Context: an optimization exercise on an open-source flow, tuned for small area, a short achievable clock period and few clock cycles. The choices shown serve that exercise and are no tape-out recipe.
In this exercise RTL edits were held to simulation tests only and were not proved equivalent to the original.

==> sierra <==
==> flow/design.v <==
`timescale 1ns / 1ps
module adder #(parameter N = 32, L = 5)(    
    input   logic [N-1:0]   adder_a, adder_b,
    output  logic [N-1:0]   adder_y
);
    logic [N-1:0] g [0:L];
    logic [N-1:0] p [0:L];
    assign g[0] = adder_a & adder_b;
    assign p[0] = adder_a ^ adder_b;
    genvar l, i;
    generate
        for (l = 0; l < L; l++) begin : g_lvl
            for (i = 0; i < N; i++) begin : g_bit
                if (i & (1 << l)) begin : g_comb
                    localparam int J = ((i >> l) << l) - 1;
                    assign g[l+1][i] = g[l][i] | (p[l][i] & g[l][J]);
                    assign p[l+1][i] = p[l][i] & p[l][J];
                end else begin : g_pass
                    assign g[l+1][i] = g[l][i];
                    assign p[l+1][i] = p[l][i];
                end
            end
        end
    endgenerate
    assign adder_y = p[0] ^ {g[L][N-2:0], 1'b0};
endmodule
`timescale 1ns / 1ps
module alu #(parameter N = 64)(
    input   logic [N-1:0] a, b,
    input   logic         sub,
    input   logic         s_add, s_add64, s_and, s_or, s_slt,
    output  logic [N-1:0] y
);
    logic [N-1:0] s;
    logic         lt;
    logic [31:0]  y_na;      
    assign s   = a + b + {{(N-1){1'b0}}, sub};
    assign lt  = ~(s[32] ^ a[32] ^ b[32]);
    assign y_na      = ({32{s_and}} & (a[31:0] & b[31:0]))
                     | ({32{s_or}}  & (a[31:0] | b[31:0]))
                     | {31'b0, s_slt & lt};
    assign y[N-1:32] = s[N-1:32] & {(N-32){s_add64}};
    assign y[31:0]   = ({32{s_add}} & s[31:0]) | y_na;
endmodule
`timescale 1ns / 1ps
module regfile #(parameter N = 64)(
    input   logic           clk,
    input   logic           we,
    input   logic [4:0]     wa,
    input   logic [N-1:0]   wd,
    input   logic [4:0]     ra1, ra2, ra3,
    output  logic [N-1:0]   rd1, rd2, rd3
);
    logic [N-1:0] rf [1:31];
    genvar i;
    generate
        for (i = 1; i < 32; i++) begin : g_reg
            always_ff @(posedge clk)
                if (we && wa == i) rf[i] <= wd;
        end
    endgenerate
    always_comb begin
        rd1 = '0; rd2 = '0; rd3 = '0;
        for (int k = 1; k < 32; k++) begin
            rd1 = rd1 | ({N{ra1 == k}} & rf[k]);
            rd2 = rd2 | ({N{ra2 == k}} & rf[k]);
            rd3 = rd3 | ({N{ra3 == k}} & rf[k]);
        end
    end
endmodule
`timescale 1ns / 1ps
module mips #(parameter N = 64)(
    input   logic       in_clk, reset,
    output  logic[N-1:0]dataadr, writedata,
    output  logic [1:0] memwriteM,
    output  logic [31:0]instradr,
    input   logic [31:0]instr,
    input   logic[N-1:0]readdata,
    input   logic [4:0] checka,
    output  logic [N-1:0]check
);
    logic clk;
    assign clk = in_clk;
    logic [5:0]  op, funct;
    logic [4:0]  rs, rt, rd;
    logic [15:0] imm;
    assign op    = instr[31:26];
    assign rs    = instr[25:21];
    assign rt    = instr[20:16];
    assign rd    = instr[15:11];
    assign imm   = instr[15:0];
    assign funct = instr[5:0];
    logic rtype, i_addi, i_andi, i_ori, i_slti, i_daddi;
    logic i_ld, i_lwu, i_lw, i_lbu, i_lb, i_sd, i_sw, i_sb, i_beq, i_bne, i_j;
    assign rtype  = op == 6'h00;
    assign i_addi = op == 6'h08;
    assign i_andi = op == 6'h0c;
    assign i_ori  = op == 6'h0d;
    assign i_slti = op == 6'h0a;
    assign i_daddi= op == 6'h18;
    assign i_ld   = op == 6'h37;
    assign i_lwu  = op == 6'h27;
    assign i_lw   = op == 6'h23;
    assign i_lbu  = op == 6'h24;
    assign i_lb   = op == 6'h20;
    assign i_sd   = op == 6'h3f;
    assign i_sw   = op == 6'h2b;
    assign i_sb   = op == 6'h28;
    assign i_beq  = op == 6'h04;
    assign i_bne  = op == 6'h05;
    assign i_j    = op == 6'h02;
    logic f_add, f_sub, f_and, f_or, f_slt, f_dadd, f_dsub;
    assign f_add  = rtype & (funct == 6'h20);
    assign f_sub  = rtype & (funct == 6'h22);
    assign f_and  = rtype & (funct == 6'h24);
    assign f_or   = rtype & (funct == 6'h25);
    assign f_slt  = rtype & (funct == 6'h2a);
    assign f_dadd = rtype & (funct == 6'h2c);
    assign f_dsub = rtype & (funct == 6'h2e);
    logic       load, store, immop, writes_rt, sub, zext;
    assign load      = i_ld | i_lwu | i_lw | i_lbu | i_lb;
    assign store     = i_sd | i_sw | i_sb;
    assign immop     = i_addi | i_andi | i_ori | i_slti | i_daddi;
    assign writes_rt = immop | load;
    assign sub       = f_sub | f_dsub | f_slt | i_slti;
    assign zext      = i_andi | i_ori;
    logic [4:0] wreg;
    logic       regwrite;
    assign wreg     = rtype ? rd : rt;
    assign regwrite = (rtype | writes_rt) & (wreg != 5'd0);
    logic [N-1:0] rfa, rfb, srca, srcb, result2;
    logic [4:0]   wreg2;
    logic         regwrite2;
    regfile #(N) regfile(clk, regwrite2, wreg2, result2,
                         rs, rt, checka, rfa, rfb, check);
    logic         byp_a, byp_b;
    assign byp_a = regwrite2 && wreg2 == rs;
    assign byp_b = regwrite2 && wreg2 == rt;
    assign srca = byp_a ? result2 : rfa;
    assign srcb = byp_b ? result2 : rfb;
    logic [N-1:0] opb;
    assign opb = store ? srcb :
                 ((immop ? {{(N-16){imm[15] & ~zext}}, imm} : srcb) ^ {N{sub}});
    adder #(32) addradd(srca[31:0], {{16{imm[15]}}, imm}, addr1);
    logic [N-1:0] a2, b2;
    logic [31:0]  addr, addr1;
    logic         sub2, s_add2, s_add64, s_and2, s_or2, s_slt2, s_load2;
    logic [2:0]   ltype2;
    logic [1:0]   memwrite;
    assign memwrite = i_sd ? 2'b11 : i_sw ? 2'b01 : i_sb ? 2'b10 : 2'b00;
    always_ff @(posedge clk, posedge reset)
        if (reset) begin
            regwrite2 <= 1'b0;
            memwriteM <= 2'b00;
        end else begin
            regwrite2 <= regwrite;
            memwriteM <= memwrite;
        end
    always_ff @(posedge clk) begin
        a2      <= srca;
        b2      <= opb;
        addr    <= addr1;
        wreg2   <= wreg;
        sub2    <= sub;
        s_add2  <= f_add | f_sub | f_dadd | f_dsub | i_addi | i_daddi;
        s_add64 <= f_dadd | f_dsub | i_daddi;
        s_and2  <= f_and | i_andi;
        s_or2   <= f_or | i_ori;
        s_slt2  <= f_slt | i_slti;
        s_load2 <= load;
        ltype2  <= i_ld ? 3'd0 : i_lwu ? 3'd1 : i_lw ? 3'd2 : i_lbu ? 3'd3 : 3'd4;
    end
    logic [N-1:0] aluy, ldv;
    alu #(N) alu(a2, b2, sub2, s_add2, s_add64, s_and2, s_or2, s_slt2, aluy);
    assign dataadr   = {32'b0, addr};
    assign writedata = b2;
    logic [7:0] by;
    always_comb begin
        case (addr[1:0])
            2'd0: by = readdata[31:24];
            2'd1: by = readdata[23:16];
            2'd2: by = readdata[15:8];
            default: by = readdata[7:0];
        endcase
        case (ltype2)
            3'd0: ldv = readdata;
            3'd1: ldv = {32'b0, readdata[31:0]};
            3'd2: ldv = {{32{readdata[31]}}, readdata[31:0]};
            3'd3: ldv = {56'b0, by};
            default: ldv = {{56{by[7]}}, by};
        endcase
    end
    assign result2 = s_load2 ? ldv : aluy;
    logic [N-1:0] mm;
    assign mm = srca ^ srcb;
    logic [7:0] mmg, mmg2;
    always_comb
        for (int j = 0; j < 8; j++) mmg[j] = |mm[8*j +: 8];
    logic beq2, bne2, j2;
    always_ff @(posedge clk, posedge reset)
        if (reset) begin
            beq2 <= 1'b0;
            bne2 <= 1'b0;
            j2   <= 1'b0;
        end else begin
            beq2 <= i_beq;
            bne2 <= i_bne;
            j2   <= i_j;
        end
    always_ff @(posedge clk)
        mmg2 <= mmg;
    logic eq2, redirect;
    assign eq2      = ~|mmg2;
    assign redirect = j2 | (beq2 & eq2) | (bne2 & ~eq2);
    logic [31:2] seq, tgt, pc, pc4;
    assign pc  = redirect ? tgt : seq;
    assign pc4 = pc + 30'd1;
    assign instradr = {pc, 2'b00};
    always_ff @(posedge clk, posedge reset)
        if (reset) seq <= 30'd0;
        else       seq <= pc4;
    always_ff @(posedge clk)
        tgt <= i_j ? {pc4[31:28], instr[25:0]}
                   : pc4 + {{14{imm[15]}}, imm};
endmodule
==> flow/run.sh <==
#!/bin/bash
# synth_recipe.tcl (not shown) runs the flow's synth.tcl, then flattens the netlist and writes it again
# the make line also repeats each setting of config.mk as NAME=value (left out here)
make -C /OpenROAD-flow-scripts/flow DESIGN_CONFIG=/design/flow/config.mk WORK_HOME=/design/flow/orfs CLKGATE_MAP_FILE= SYNTH_SCRIPT=/design/flow/synth_recipe.tcl finish
==> flow/config.mk <==
export PLATFORM = sky130hd
export DESIGN_NAME = mips
export DESIGN_NICKNAME = mips
export VERILOG_FILES = /design/flow/design.v
export SDC_FILE = /design/flow/constraint.sdc
export NUM_CORES = 4
export LEC_CHECK = 0
export CAP_MARGIN = 20
export CELL_PAD_IN_SITES_DETAIL_PLACEMENT = 1
export CELL_PAD_IN_SITES_GLOBAL_PLACEMENT = 1
export CORE_MARGIN = 2
export CORE_UTILIZATION = 30
export CTS_BUF_LIST = sky130_fd_sc_hd__clkbuf_8
export CTS_CLUSTER_SIZE = 30
export PLACE_DENSITY = 0.5
export SETUP_SLACK_MARGIN = 3.7
export SLEW_MARGIN = 20
==> flow/constraint.sdc <==
create_clock -name core_clock -period 10.0 [get_ports {in_clk}]
set_input_delay 2.0000 -clock core_clock [delete_from_list [all_inputs] [get_ports {in_clk}]]
set_output_delay 2.0000 -clock core_clock [all_outputs]
set_load 0.01 [all_outputs]
==> tundra: changes against sierra <==
--- a/flow/design.v
+++ b/flow/design.v
@@ -193,9 +193,9 @@
     assign result2 = s_load2 ? ldv : aluy;
     logic [N-1:0] mm;
     assign mm = srca ^ srcb;
-    logic [7:0] mmg, mmg2;
+    logic [15:0] mmg, mmg2;
     always_comb
-        for (int j = 0; j < 8; j++) mmg[j] = |mm[8*j +: 8];
+        for (int j = 0; j < 16; j++) mmg[j] = |mm[4*j +: 4];
     logic beq2, bne2, j2;
     always_ff @(posedge clk, posedge reset)
         if (reset) begin
==> flow_metrics.env <==
export IMPL_endpoint="check[19]"
export IMPL_cp_data_required_time_ns=8.00
export IMPL_num_nonclk_inverters=125
export IMPL_yosysMostFrequentCell="a22oi_1"
export IMPL_critPathKind="in2out"
export IMPL_fin_cells=15800
export IMPL_status="finished clean"
export IMPL_rows=224
export IMPL_synth_simple_area_share_pct=9.46
export IMPL_cp_slowest_cell="or4_4"
export IMPL_routed_wl_mm=956
export IMPL_grt_usage_pct=48.2
export IMPL_grt_pass1_vias=113000
That was tundra.
==> flow_metrics.env <==
export IMPL_status="finished clean"
export IMPL_cp_slowest_cell="dlygate4sd2_1"
export IMPL_grt_pass1_vias=111000
export IMPL_fin_cells=15500
export IMPL_synth_simple_area_share_pct=8.52
export IMPL_yosysMostFrequentCell="edfxtp_1"
That was sierra.
Testbench counts of sierra, summed over its fixed seeds: cycles 29,664.
Testbench counts of tundra, summed over its fixed seeds: cycles 29,664.

[separate check: timing with driven ports]
No port has a modelled driver above. Below, the same layouts with a new extraction and two added sets of constraints.
Step 1 (the two cells are an assumption about what drives the block):
set clk [get_ports {in_clk}]
set_driving_cell -lib_cell sky130_fd_sc_hd__clkbuf_16 $clk
set_driving_cell -lib_cell sky130_fd_sc_hd__buf_2 [delete_from_list [all_inputs] $clk]
Step 2 moves the port delays by t, midway between the first and last clock arrival at a register: inputs arrive t later, outputs are due t later. That takes back most of the time a late clock gives input paths.
a / b / c = ideal ports / drivers / drivers and shift; a / b = the first two.
run	t, ns	setup WS [ns]	worst setup path after step 2
sierra	1.319	3.384 / 3.370 / 2.051	input to register
tundra	1.315	3.535 / 3.474 / 2.257	input to register
After both steps every run listed still meets setup and hold. The setup slack of sierra, which loses most, moves by -0.014 ns with the drivers and by -1.333 ns with both steps.
